Source: an optimization exercise on an open RTL-to-GDS flow (aim: small area). Production flows keep margins and buffers that such runs may drop. Where RTL was checked, it was by simulation tests only, not by an equivalence proof against the original.

## rev 12
## hart
module hart #(
    parameter RESET_ADDR = 32'h00000000
) (
    input  wire        i_clk,
    input  wire        i_rst,
    output wire [31:0] o_imem_raddr,
    input  wire [31:0] i_imem_rdata,
    output wire [31:0] o_dmem_addr,
    output wire        o_dmem_ren,
    output wire        o_dmem_wen,
    output wire [31:0] o_dmem_wdata,
    output wire [ 3:0] o_dmem_mask,
    input  wire [31:0] i_dmem_rdata,
    output wire        o_retire_valid,
    output wire [31:0] o_retire_inst,
    output wire        o_retire_trap,
    output wire        o_retire_halt,
    output wire [ 4:0] o_retire_rs1_raddr,
    output wire [ 4:0] o_retire_rs2_raddr,
    output wire [31:0] o_retire_rs1_rdata,
    output wire [31:0] o_retire_rs2_rdata,
    output wire [ 4:0] o_retire_rd_waddr,
    output wire [31:0] o_retire_rd_wdata,
    output wire [31:0] o_retire_pc,
    output wire [31:0] o_retire_next_pc
);
    localparam [2:0] S_CLR  = 3'd0,    
                     S_FST  = 3'd1,    
                     S_MAIN = 3'd2,
                     S_X0   = 3'd3,
                     S_X1   = 3'd4,
                     S_X2   = 3'd5,
  ...
export LEC_CHECK = 0
export ABC_AREA = 1
export CAP_MARGIN = 20
export CORE_MARGIN = 2
export CORE_UTILIZATION = 40
export SETUP_SLACK_MARGIN = 0.5
export SLEW_MARGIN = 20
create_clock -name core_clock -period 13.0 [get_ports {i_clk}]
standard.sh (not shown) runs the stock make flow with config.mk's settings and CLKGATE_MAP_FILE= SYNTH_SCRIPT=/design/flow/synth_recipe.tcl, a recipe that flattens the netlist after the stock synthesis.
==> flow/flow/run.sh <==
#!/bin/bash
# Layout flow: the standard flow, with three changes:
#  1. after the standard synthesis, the combinational logic is mapped again
#     by ABC for area (amap; the smallest of a few scripts); the
#     flip-flops are kept as they are, with
#     their names and cell types;
#  2. the port buffers are the smallest buffer (buf_1);
#  3. a clock tree of clkbuf_4 without dummy loads.
set -euo pipefail
here=$(pwd)
R=$here/orfs/results/sky130hd/hart/base
LIB=$FLOW_HOME/platforms/sky130hd/lib/sky130_fd_sc_hd__tt_025C_1v80.lib

# 1. standard synthesis, up to the Yosys netlist
bash standard.sh $R/1_2_yosys.v > synth.log 2>&1
cp $R/1_2_yosys.v $here/standard_synth.v

# 2. remap the combinational logic: a few ABC area scripts, keep the smallest
DU=$(sed 's/^/-dont_use /' flow/dont_use.txt | tr '\n' ' ')
SEQ=$(grep -o '^ *sky130_fd_sc_hd__[a-z0-9_]*' standard_synth.v | sort -u | grep -E '__(df|edf|sdf|dl|conb)' | tr '\n' ' ')
scripts=(
  "strash;dch,-f;amap,-F,20,-A,20;topo"
  "strash;dch,-f;amap,-F,20,-A,20,-E,1;topo"
  "strash;&get,-n;&deepsyn,-T,60;&put;dch,-f;amap,-F,20,-A,20;topo"
  "strash;&get,-n;&deepsyn,-T,60;&put;dch,-f;amap,-F,20,-A,20,-E,1;topo"
)
for i in "${!scripts[@]}"; do
  cat > remap_$i.ys <<EOY
read_liberty -ignore_miss_func $LIB
read_verilog $here/standard_synth.v
hierarchy -top hart
blackbox $SEQ
flatten
opt_clean -purge
abc -liberty $LIB $DU -script +${scripts[$i]}
opt_clean -purge
splitnets
opt_clean -purge
hilomap -singleton -hicell sky130_fd_sc_hd__conb_1 HI -locell sky130_fd_sc_hd__conb_1 LO
insbuf -buf sky130_fd_sc_hd__buf_4 A X
opt_clean -purge
tee -o $here/remap_$i.stat stat -liberty $LIB
write_verilog -noattr -nohex -nodec $here/remap_$i.v
EOY
  yosys -s remap_$i.ys > remap_$i.log 2>&1 &
done
wait
best=$(for i in "${!scripts[@]}"; do
  echo "$(grep 'Chip area for module' remap_$i.stat | tail -1 | awk '{print $NF}') $i"
done | sort -g | head -1 | awk '{print $2}')
echo "remap: candidate $best chosen" > remap_choice.txt
for i in "${!scripts[@]}"; do grep 'Chip area for module' remap_$i.stat | tail -1 >> remap_choice.txt; done
python3 flow/remap.py remap_$best.v $R/1_2_yosys.v

# 3. the rest of the standard flow
export BUFFER_PORTS_ARGS="-buffer_cell sky130_fd_sc_hd__buf_1"
export CTS_ARGS="-sink_clustering_enable -repair_clock_nets -buf_list sky130_fd_sc_hd__clkbuf_4 -dont_use_dummy_load -sink_clustering_size 11 -sink_clustering_max_diameter 40"
bash standard.sh > layout.log 2>&1
Other scripts of this flow, unchanged in this note and not shown: flow/flow/dont_use.txt, flow/flow/remap.py
Rev 12 was carried through to the last stage, and its layout satisfied the timing, design-rule and antenna checks.
The following lists how rev 13 was set up differently from rev 12:
-- flow/design.v --
<<< rev 12, line 126
    wire four_t = (t == 5'd2);
    reg  c;           
    reg  tk;          
    reg  aux;         
    reg  off0, off1;  
    reg  [1:0] dg;    
    reg  nc;          
    wire a_alu = is_lui ? 1'b0 : (is_auipc | is_jal | is_jalr) ? npc[0] : rf_bit;
>>> rev 13, line 126
    wire four_t = (t == 5'd2);
    reg  c;           
    reg  aux;         
    reg  off0, off1;  
    wire [1:0] dg = {off1, off0};
    reg  nc;          
    wire a_alu = is_lui ? 1'b0 : (is_auipc | is_jal | is_jalr) ? npc[0] : rf_bit;
<<< rev 12, line 153
    wire cmp_signed = is_br ? ~f3[1] : ~f3[0];
    wire lt     = ~cout ^ (cmp_signed & (a_alu ^ b_alu));
    wire eq_all = tk & ~(a_alu ^ b_alu);
    wire taken  = f3[2] ? (lt ^ f3[0]) : (eq_all ^ f3[0]);
    wire [4:0] shamt = is_opr ? op2[5:1] : rs2;
>>> rev 13, line 152
    wire cmp_signed = is_br ? ~f3[1] : ~f3[0];
    wire lt     = ~cout ^ (cmp_signed & (a_alu ^ b_alu));
    wire eq_all = aux & ~(a_alu ^ b_alu);
    wire taken  = f3[2] ? (lt ^ f3[0]) : (eq_all ^ f3[0]);
    wire [4:0] shamt = is_opr ? op2[5:1] : rs2;
<<< rev 12, line 219
                    op1[0];
    assign op2_in = p_rs2 ? rf_bit : (use_rs2 & op2[0]);
    wire redir = is_jal | is_jalr | (is_br & tk);
    wire a_n   = is_jalr ? rf_bit : npc[0];
    wire b_n   = redir ? imm_t : four_t;
>>> rev 13, line 218
                    op1[0];
    assign op2_in = p_rs2 ? rf_bit : (use_rs2 & op2[0]);
    wire redir = is_jal | is_jalr | (is_br & aux);
    wire a_n   = is_jalr ? rf_bit : npc[0];
    wire b_n   = redir ? imm_t : four_t;
<<< rev 12, line 239
        nc  <= cout_n;
        if (p_main)
            tk <= t31 ? taken : ((t0 | tk) & ~(a_alu ^ b_alu));
        if (p_main)
            aux <= rf_bit;
        else if (p_x0 & is_load & ld_in)
            aux <= ld_tap;
        if (p_main & t0)
            off0 <= alu_out;
        if (p_main & (t == 5'd1))
            off1 <= alu_out;
        if (t31 & (p_main | p_x0 | p_x1))
            dg <= dg_next;
        if (t31 & (fin | p_clr))
            pc <= {npc_in, npc[31:3]};
>>> rev 13, line 238
        nc  <= cout_n;
        if (p_main)
            aux <= is_br ? (t31 ? taken : ((t0 | aux) & ~(a_alu ^ b_alu))) : rf_bit;
        else if (p_x0 & is_load & ld_in)
            aux <= ld_tap;
        if (t31 & (p_main | p_x0 | p_x1) & is_shift)
            {off1, off0} <= dg_next;
        else begin
            if (p_main & t0)
                off0 <= alu_out;
            if (p_main & (t == 5'd1))
                off1 <= alu_out;
        end
        if (t31 & (fin | p_clr))
            pc <= {npc_in, npc[31:3]};
<<< rev 12, line 287
    assign o_retire_rs2_rdata = {op2_in, op2[31:1]};
    assign o_retire_rd_wdata  = {res_in, res[31:1]};
    assign o_retire_next_pc   = {npc_in, npc[31:1]};
    assign o_dmem_addr  = {res_in, res[31:3], 2'b00};
    assign o_dmem_wdata = {op1_in, op1[31:1]};
>>> rev 13, line 286
    assign o_retire_rs2_rdata = {op2_in, op2[31:1]};
    assign o_retire_rd_wdata  = {res_in, res[31:1]};
    assign o_retire_next_pc   = {npc_in, npc[31:3], 2'b00};
    assign o_dmem_addr  = {res_in, res[31:3], 2'b00};
    assign o_dmem_wdata = {op1_in, op1[31:1]};
- Diff rev 12 -> rev 13: first-iteration DRC count shrank by 29; final area now sits at about the same level.
- Looking only at vias per cell, and setting everything else aside, the higher value of rev 12 and rev 13 goes to rev 13.
- The core occupancy in the finished layout of rev 13 is higher than that of rev 12.
- On rev 13: global-route wire length before repair is 1800 um lower than what rev 12 gave.
- Rev 13 ended up with o21ai_0 as its critical path's slowest cell; rev 12 ended up with nor3_2.
No functional check of the RTL was part of rev 13.

==> port drivers added, routing unchanged <==
How much do the figures lean on ideal ports? The routed layouts below were timed once more, with nothing changed but the port constraints.
Step 1: set_driving_cell puts a clkbuf_16 on i_clk and a buf_2 on each other input, an assumption about the parent block.
Step 2 adds t to the input delays and takes it off the output delays; t is the mean of the earliest and latest rising clock arrival at the registers after step 1. Input paths then give back, and output paths get back, about the clock's delay inside the block.
Slacks: ideal ports / drivers / drivers and shift; pairs: ideal ports / drivers.
run | t, ns | slack for setup (ns) | worst register clock-pin slew, ns
rev 12 | 0.949 | 1.255 / 1.228 / 1.228 | 0.11 / 0.11
rev 13 | 0.956 | 1.340 / 1.314 / 1.314 | 0.11 / 0.11
After both steps every run listed still meets setup and hold. The setup slack of rev 12, which loses most, moves by -0.027 ns with the drivers and by -0.027 ns with both steps.
